Context: an optimization exercise on an open-source flow, tuned for small area, a short achievable clock period and few clock cycles per item. The choices shown serve that exercise and are no tape-out recipe.
In this exercise RTL edits were held to simulation tests only and were not proved equivalent to the original.

== job 8200 ==
==> flow/design.v <==
module led_serial
   (
    clk,
    reset,
    keyi,
    datai,
    dataq,
    start,
    done);
   input          clk;
   input          reset;
   input  [127:0] keyi;
   input  [63:0]  datai;
   output [63:0]  dataq;
   input          start;
   output         done;
   reg  [63:0] state;
   reg  [5:0]  rc;      
   reg  [1:0]  cnt;     
   reg         ksel;    
   reg         busy;
   reg         done_r;  
   wire last = (rc == 6'h09);
   wire [63:0] s;
   wire [63:0] t;
   genvar i, r, c;
   generate
      for (i = 0; i < 16; i = i + 1) begin : g_sb
         led_sbox u_sb (.x(state[63-4*i -: 4]), .y(s[63-4*i -: 4]));
      end
      for (r = 0; r < 4; r = r + 1) begin : g_sr_r
         for (c = 0; c < 4; c = c + 1) begin : g_sr_c
            assign t[63-4*(r*4+c) -: 4] = s[63-4*(r*4 + (c+r)%4) -: 4];
         end
      end
   endgenerate
   wire [63:0] mc;
   generate
      for (c = 0; c < 4; c = c + 1) begin : g_mc
         wire [15:0] o;
         led_mcol u_mc (.i({t[63-4*c -: 4], t[63-4*(4+c) -: 4],
                            t[63-4*(8+c) -: 4], t[63-4*(12+c) -: 4]}), .o(o));
         assign mc[63-4*c -: 4]      = o[15:12];
         assign mc[63-4*(4+c) -: 4]  = o[11:8];
         assign mc[63-4*(8+c) -: 4]  = o[7:4];
         assign mc[63-4*(12+c) -: 4] = o[3:0];
      end
   endgenerate
   wire       step_end = (cnt == 2'd3);
   wire       use_k1 = ~busy | (step_end & ~ksel);
   wire       use_k2 = busy & step_end & ksel;
   wire [5:0] rca = busy ? rc : 6'h01;
   wire       addc = ~(busy & last);
   wire [63:0] cmask = addc ? {4'h8, 1'b0, rca[5:3], 8'h0,
                                4'h9, 1'b0, rca[2:0], 8'h0,
                                4'h2, 1'b0, rca[5:3], 8'h0,
                                4'h3, 1'b0, rca[2:0], 8'h0} : 64'h0;
   wire [63:0] mask = ({64{use_k1}} & keyi[127:64]) | ({64{use_k2}} & keyi[63:0]);
   wire [63:0] state_next = (busy ? mc : datai) ^ mask ^ cmask;
   always @(posedge clk)
     if (busy | start)
       state <= state_next;
   always @(posedge clk)
     if (start & ~busy) begin
        rc   <= 6'h03;
        cnt  <= 2'd0;
        ksel <= 1'b1;
     end else begin
        rc   <= {rc[4:0], rc[5] ^ rc[4] ^ 1'b1};
        cnt  <= cnt + 2'd1;
        if (step_end) ksel <= ~ksel;
     end
   wire busy_next = busy ? ~last : start;
   always @(posedge clk, posedge reset)
     if (reset) begin
        busy   <= 1'b0;
        done_r <= 1'b1;
     end else begin
        busy   <= busy_next;
        done_r <= ~busy_next;
     end
   assign done  = done_r;
   assign dataq = state;
endmodule
module led_sbox (x, y);
   input  [3:0] x;
   output [3:0] y;
   wire a = x[0] & ~x[2];
   wire b = x[3] & ~a;
   wire e = x[0] & x[1];
   wire f = x[2] | ~x[1];
   wire g = ~((f & ~x[0]) | x[3]) & ~e;
   wire h = x[3] ^ x[0];
   wire k = ~((~(x[3] & x[0]) | f) & (x[3] | x[1]));
   assign y[0] = h ^ (x[2] & ~x[1]);
   assign y[1] = ~((h & x[2]) | k);
   assign y[2] = ((b | ~e) & ~(b & ~x[1])) ^ x[2];
   assign y[3] = ~((f & b) | g);
endmodule
module led_mcol (i, o);
   input  [15:0] i;
   output [15:0] o;
   wire x0 = i[15] ^ i[7];
   wire x1 = i[10] ^ i[5];
   wire x2 = i[4] ^ i[3];
   wire x3 = i[9] ^ x0;
   wire x4 = i[6] ^ i[2];
   wire x5 = i[11] ^ i[0];
   wire x6 = i[14] ^ i[8];
   wire x7 = i[12] ^ i[1];
   wire x8 = x1 ^ x7;
   wire x9 = i[13] ^ x4;
   wire x10 = i[6] ^ x5;
   wire x11 = i[1] ^ x2;
   wire x12 = i[7] ^ x6;
   wire x13 = i[12] ^ i[4];
   wire x14 = i[14] ^ i[0];
   wire x15 = x3 ^ x8;
   wire x16 = i[5] ^ x11;
   wire x17 = x3 ^ x6;
   wire x18 = i[11] ^ x9;
   wire x19 = i[13] ^ i[9];
   wire x20 = i[9] ^ i[10];
   wire x21 = i[13] ^ i[6];
   wire x22 = i[12] ^ i[2];
   wire x23 = i[8] ^ i[3];
   wire x24 = i[15] ^ i[8];
   wire x25 = x4 ^ x14;
   wire x26 = x1 ^ x23;
   wire x27 = x2 ^ x5;
   wire x28 = x4 ^ x13;
   wire x29 = i[13] ^ x5;
   wire x30 = x13 ^ x20;
   wire x31 = x2 ^ x14;
   wire x32 = x22 ^ x24;
   wire x33 = i[10] ^ x2;
   wire x34 = i[0] ^ x1;
   wire x35 = i[4] ^ x1;
   wire x36 = x10 ^ x30;
   wire x37 = x3 ^ x31;
   wire x38 = x0 ^ x10;
   wire x39 = i[3] ^ x12;
   wire x40 = i[5] ^ x28;
   wire x41 = x12 ^ x34;
   wire x42 = x27 ^ x32;
   wire x43 = i[15] ^ x8;
   wire x44 = x21 ^ x26;
   wire x45 = x10 ^ x11;
   wire x46 = x25 ^ x35;
   wire x47 = x16 ^ x19;
   wire x48 = x9 ^ x41;
   wire x49 = x18 ^ x33;
   wire x50 = x17 ^ x40;
   wire x51 = x16 ^ x38;
   wire x52 = i[2] ^ x15;
   wire x53 = x15 ^ x29;
   wire x54 = x12 ^ x36;
   wire x55 = x3 ^ x44;
   wire x56 = x17 ^ x45;
   assign o[12] = x39;
   assign o[13] = x37;
   assign o[14] = x43;
   assign o[15] = x18;
   assign o[8] = x49;
   assign o[9] = x48;
   assign o[10] = x56;
   assign o[11] = x52;
   assign o[4] = x53;
   assign o[5] = x50;
   assign o[6] = x55;
   assign o[7] = x54;
   assign o[0] = x51;
   assign o[1] = x42;
   assign o[2] = x47;
   assign o[3] = x46;
endmodule
export LEC_CHECK = 0
export CAP_MARGIN = 20
export CORE_MARGIN = 2
export CORE_UTILIZATION = 40
export PLACE_DENSITY = 0.6
export SLEW_MARGIN = 20
create_clock -name core_clock -period 10.0 [get_ports {clk}]
standard.sh (not shown) runs the stock make flow with config.mk's settings and CLKGATE_MAP_FILE= SYNTH_SCRIPT=/design/flow/synth_recipe.tcl, a recipe that flattens the netlist after the stock synthesis.
==> flow/flow/run.sh <==
#!/bin/bash
# Layout flow: the standard flow, with two changes.
#  1. Synthesis maps the logic with the ABC script flow/abc.script in place of
#     ORFS's abc_speed.script (same Yosys script, registers untouched).
#  2. The ports are buffered by the smallest buffer, sky130_fd_sc_hd__buf_1,
#     instead of the one buffer_ports picks by default.
set -euo pipefail
here=$(pwd)
rm -rf "$here/scripts_abc"
cp -r "$FLOW_HOME/scripts" "$here/scripts_abc"
cp "$here/flow/abc.script" "$here/scripts_abc/abc_speed.script"
bash standard.sh "SCRIPTS_DIR=$here/scripts_abc" synth > synth.log 2>&1
bash standard.sh "BUFFER_PORTS_ARGS=-buffer_cell sky130_fd_sc_hd__buf_1" finish > layout.log 2>&1
==> flow/flow/abc.script <==
strash
&get -n
&fraig -x
&put
scorr
dc2
dretime
strash
&get -n
&dch -f
&nf
&put
Testbench counts of job 8200, summed over its fixed seeds: cycles 2,352, items 48.
--- input diff job 8200..job 6535 ---
Settings: CTS_BUF_LIST now sky130_fd_sc_hd__clkbuf_8, previously not set.
==> flow/flow/abc.script <==
&get -n
&st
&deepsyn -T 60
&dch
&nf -R 25
&put
--- outcome ---
- Job 6535 ran to completion and came out clean on the timing, DRC and antenna checks.
- Wire length reported by the detailed router of job 6535 falls short of that of job 8200 slightly.
- Delta (job 6535 minus job 8200): pin slew with the least headroom to its limit up 0.0079 ns; fraction of area in clock buffers and inverters went down 0.89 points; final design utilization now sits lower.
- Number of buffer and inverter instances along the worst setup path (higher): job 6535
Input-level comparison between job 7850 and job 6535:
Settings: a deleted CTS_BUF_LIST that had been sky130_fd_sc_hd__clkbuf_8.
-- flow/flow/run.sh --
<<< job 6535, line 11
cp "$here/flow/abc.script" "$here/scripts_abc/abc_speed.script"
bash standard.sh "SCRIPTS_DIR=$here/scripts_abc" synth > synth.log 2>&1
bash standard.sh "BUFFER_PORTS_ARGS=-buffer_cell sky130_fd_sc_hd__buf_1" finish > layout.log 2>&1
>>> job 7850, line 11
cp "$here/flow/abc.script" "$here/scripts_abc/abc_speed.script"
bash standard.sh "SCRIPTS_DIR=$here/scripts_abc" synth > synth.log 2>&1
bash standard.sh "BUFFER_PORTS_ARGS=-buffer_cell sky130_fd_sc_hd__buf_1" SETUP_SLACK_MARGIN=7.0 TNS_END_PERCENT=0 finish > layout.log 2>&1
==> flow/flow/abc.script <==
&get -n
&st
&deepsyn -T 60
&dch
&nf
&put
==> comparison <==
Taking job 6535 as the reference, in job 7850 maximum frequency grew by 10%, footprint of the multi-input gates saw an increase.
| floorplan die width | job 7850 vs job 6535 | 1.1% higher |
Setup changes, job 7850 to job 6038
Settings: putting CTS_BUF_LIST at sky130_fd_sc_hd__clkbuf_8 where nothing was set.
-- flow/flow/run.sh --
<<< job 7850, line 11
cp "$here/flow/abc.script" "$here/scripts_abc/abc_speed.script"
bash standard.sh "SCRIPTS_DIR=$here/scripts_abc" synth > synth.log 2>&1
bash standard.sh "BUFFER_PORTS_ARGS=-buffer_cell sky130_fd_sc_hd__buf_1" SETUP_SLACK_MARGIN=7.0 TNS_END_PERCENT=0 finish > layout.log 2>&1
>>> job 6038, line 11
cp "$here/flow/abc.script" "$here/scripts_abc/abc_speed.script"
bash standard.sh "SCRIPTS_DIR=$here/scripts_abc" synth > synth.log 2>&1
bash standard.sh "BUFFER_PORTS_ARGS=-buffer_cell sky130_fd_sc_hd__buf_1" finish > layout.log 2>&1
==> flow/flow/abc.script <==
&get -n
&st
&deepsyn -T 60
&dch
&nf -R 20
&put
buffer -c
topo
stime -c
upsize -c
dnsize -c
[summary]
Job 7850 → job 6038: path length in cells of the critical path now larger; overall die area now larger.
Taking job 7850 as the reference, in job 6038 total routed wirelength went up by 3.6%; endpoint arrival time on the critical path went up by 2.43 ns; portion of the post-synthesis area used by sequential elements went down by 0.41 points.
Delta (job 6038 minus job 7850): met3 layer wire length in the routed design decreased 0.70%; proportion of layout cells with a drive suffix above 1 decreased 4.0 points; first-pass GRT wire length increased 6.4%; cell area after layout decreased 5.4%; clock network area share decreased 1.0 points.
The inputs of job 8678 differ from those of job 6038 as listed below.
Settings: CTS_BUF_LIST removed (was sky130_fd_sc_hd__clkbuf_8).
-- flow/flow/run.sh --
<<< job 6038, line 11
cp "$here/flow/abc.script" "$here/scripts_abc/abc_speed.script"
bash standard.sh "SCRIPTS_DIR=$here/scripts_abc" synth > synth.log 2>&1
bash standard.sh "BUFFER_PORTS_ARGS=-buffer_cell sky130_fd_sc_hd__buf_1" finish > layout.log 2>&1
>>> job 8678, line 11
cp "$here/flow/abc.script" "$here/scripts_abc/abc_speed.script"
bash standard.sh "SCRIPTS_DIR=$here/scripts_abc" synth > synth.log 2>&1
bash standard.sh "BUFFER_PORTS_ARGS=-buffer_cell sky130_fd_sc_hd__buf_1" SETUP_SLACK_MARGIN=7.2 finish > layout.log 2>&1
==> flow/flow/abc.script <==
&get -n
&st
&deepsyn -T 60
&dch
&nf
&put
### Flow results
Site row count was higher in job 6038 than in job 8678. Run comparison: job 8678 timing endpoint of the critical path dataq[16]; job 6038 timing endpoint of the critical path state[56]$_DFFE_PP_. Job 8678 reports a higher fmax than job 6038 does. Between job 8678 and job 6038, it is job 8678 whose total setup buffers inserted after CTS is higher, by 89. Between job 6038 and job 8678, the cell count went up. [job 8678 vs job 6038] fraction of standard cell area that is sequential: lower in job 8678. Summary of job 8678 over job 6038: all-layer global routing usage climbed 1.9 points, clock skew climbed 0.0077 ns, post-route fraction of the period consumed by the critical path now smaller, routed wire length shows an increase of about 20%. For job 6038, the launch point of the critical path was busy$_DFF_PP0_, unlike job 8678, where it was state[16]$_DFFE_PP_.
Setup changes, job 8678 to job 8876
==> flow/flow/run.sh <==
#!/bin/bash
# Layout flow: the standard flow, with three changes.
#  1. Synthesis maps the logic with the ABC script flow/abc.script in place of
#     ORFS's abc_speed.script (same Yosys script, registers untouched).
#  2. The ports are buffered by the smallest buffer, sky130_fd_sc_hd__buf_1,
#     instead of the one buffer_ports picks by default.
#  3. The resizer's setup repair aims at 6.95 ns of slack on the worst path
#     only (TNS_END_PERCENT=0), by upsizing gates and swapping pins (no new
#     buffers). The SDC and the clock period are the standard flow's, unchanged.
# Each step writes its full output to a log file of its own here.
set -euo pipefail
here=$(pwd)
rm -rf "$here/scripts_abc"
cp -r "$FLOW_HOME/scripts" "$here/scripts_abc"
cp "$here/flow/abc.script" "$here/scripts_abc/abc_speed.script"
bash standard.sh "SCRIPTS_DIR=$here/scripts_abc" synth > synth.log 2>&1
bash standard.sh "BUFFER_PORTS_ARGS=-buffer_cell sky130_fd_sc_hd__buf_1" SETUP_SLACK_MARGIN=6.95 TNS_END_PERCENT=0 SETUP_MOVE_SEQUENCE=sizeup,swap finish > layout.log 2>&1
==> flow/flow/abc.script <==
&get -n
&st
&deepsyn -T 60
&dch
&nf -R 20
&put
Results
Measured against each other, job 8678 and job 8876 differ in synthesized instance count, the lower figure coming from job 8678. The pin count of the biggest net entering global routing number comes out lower for job 8678 vs job 8876. Re number of port buffers: no difference whatsoever between job 8678 and job 8876.

-- afterwards: timing with drivers on the ports --
The results above use ideal ports. As a check the final layouts listed here were re-extracted and re-timed, cells and wires unchanged.
Step 1, drivers: a clkbuf_16 drives clk and a buf_2 each remaining input, both assumed.
Step 2, shift: input delay + t, output delay - t, t = (earliest + latest rising clock arrival at the registers) / 2. This alone moves slack from input paths to output paths.
Slacks: ideal ports / drivers / drivers and shift; pairs: ideal ports / drivers.
run | t, ns | setup slack, ns | worst setup path at the end
job 8200 | 0.393 | 6.682 / 6.682 / 6.579 | input to register
job 6535 | 0.413 | 6.611 / 6.611 / 6.611 | register to register
job 7850 | 0.383 | 6.931 / 6.889 / 6.704 | input to register
job 6038 | 0.405 | 6.626 / 6.626 / 6.626 | register to register
job 8678 | 0.389 | 6.976 / 6.934 / 6.937 | input to register
job 8876 | 0.387 | 6.918 / 6.871 / 6.688 | input to register
After both steps every run listed still meets setup and hold. For job 8876, which loses most, drivers alone change the setup slack by -0.047 ns; drivers and shift together by -0.230 ns.
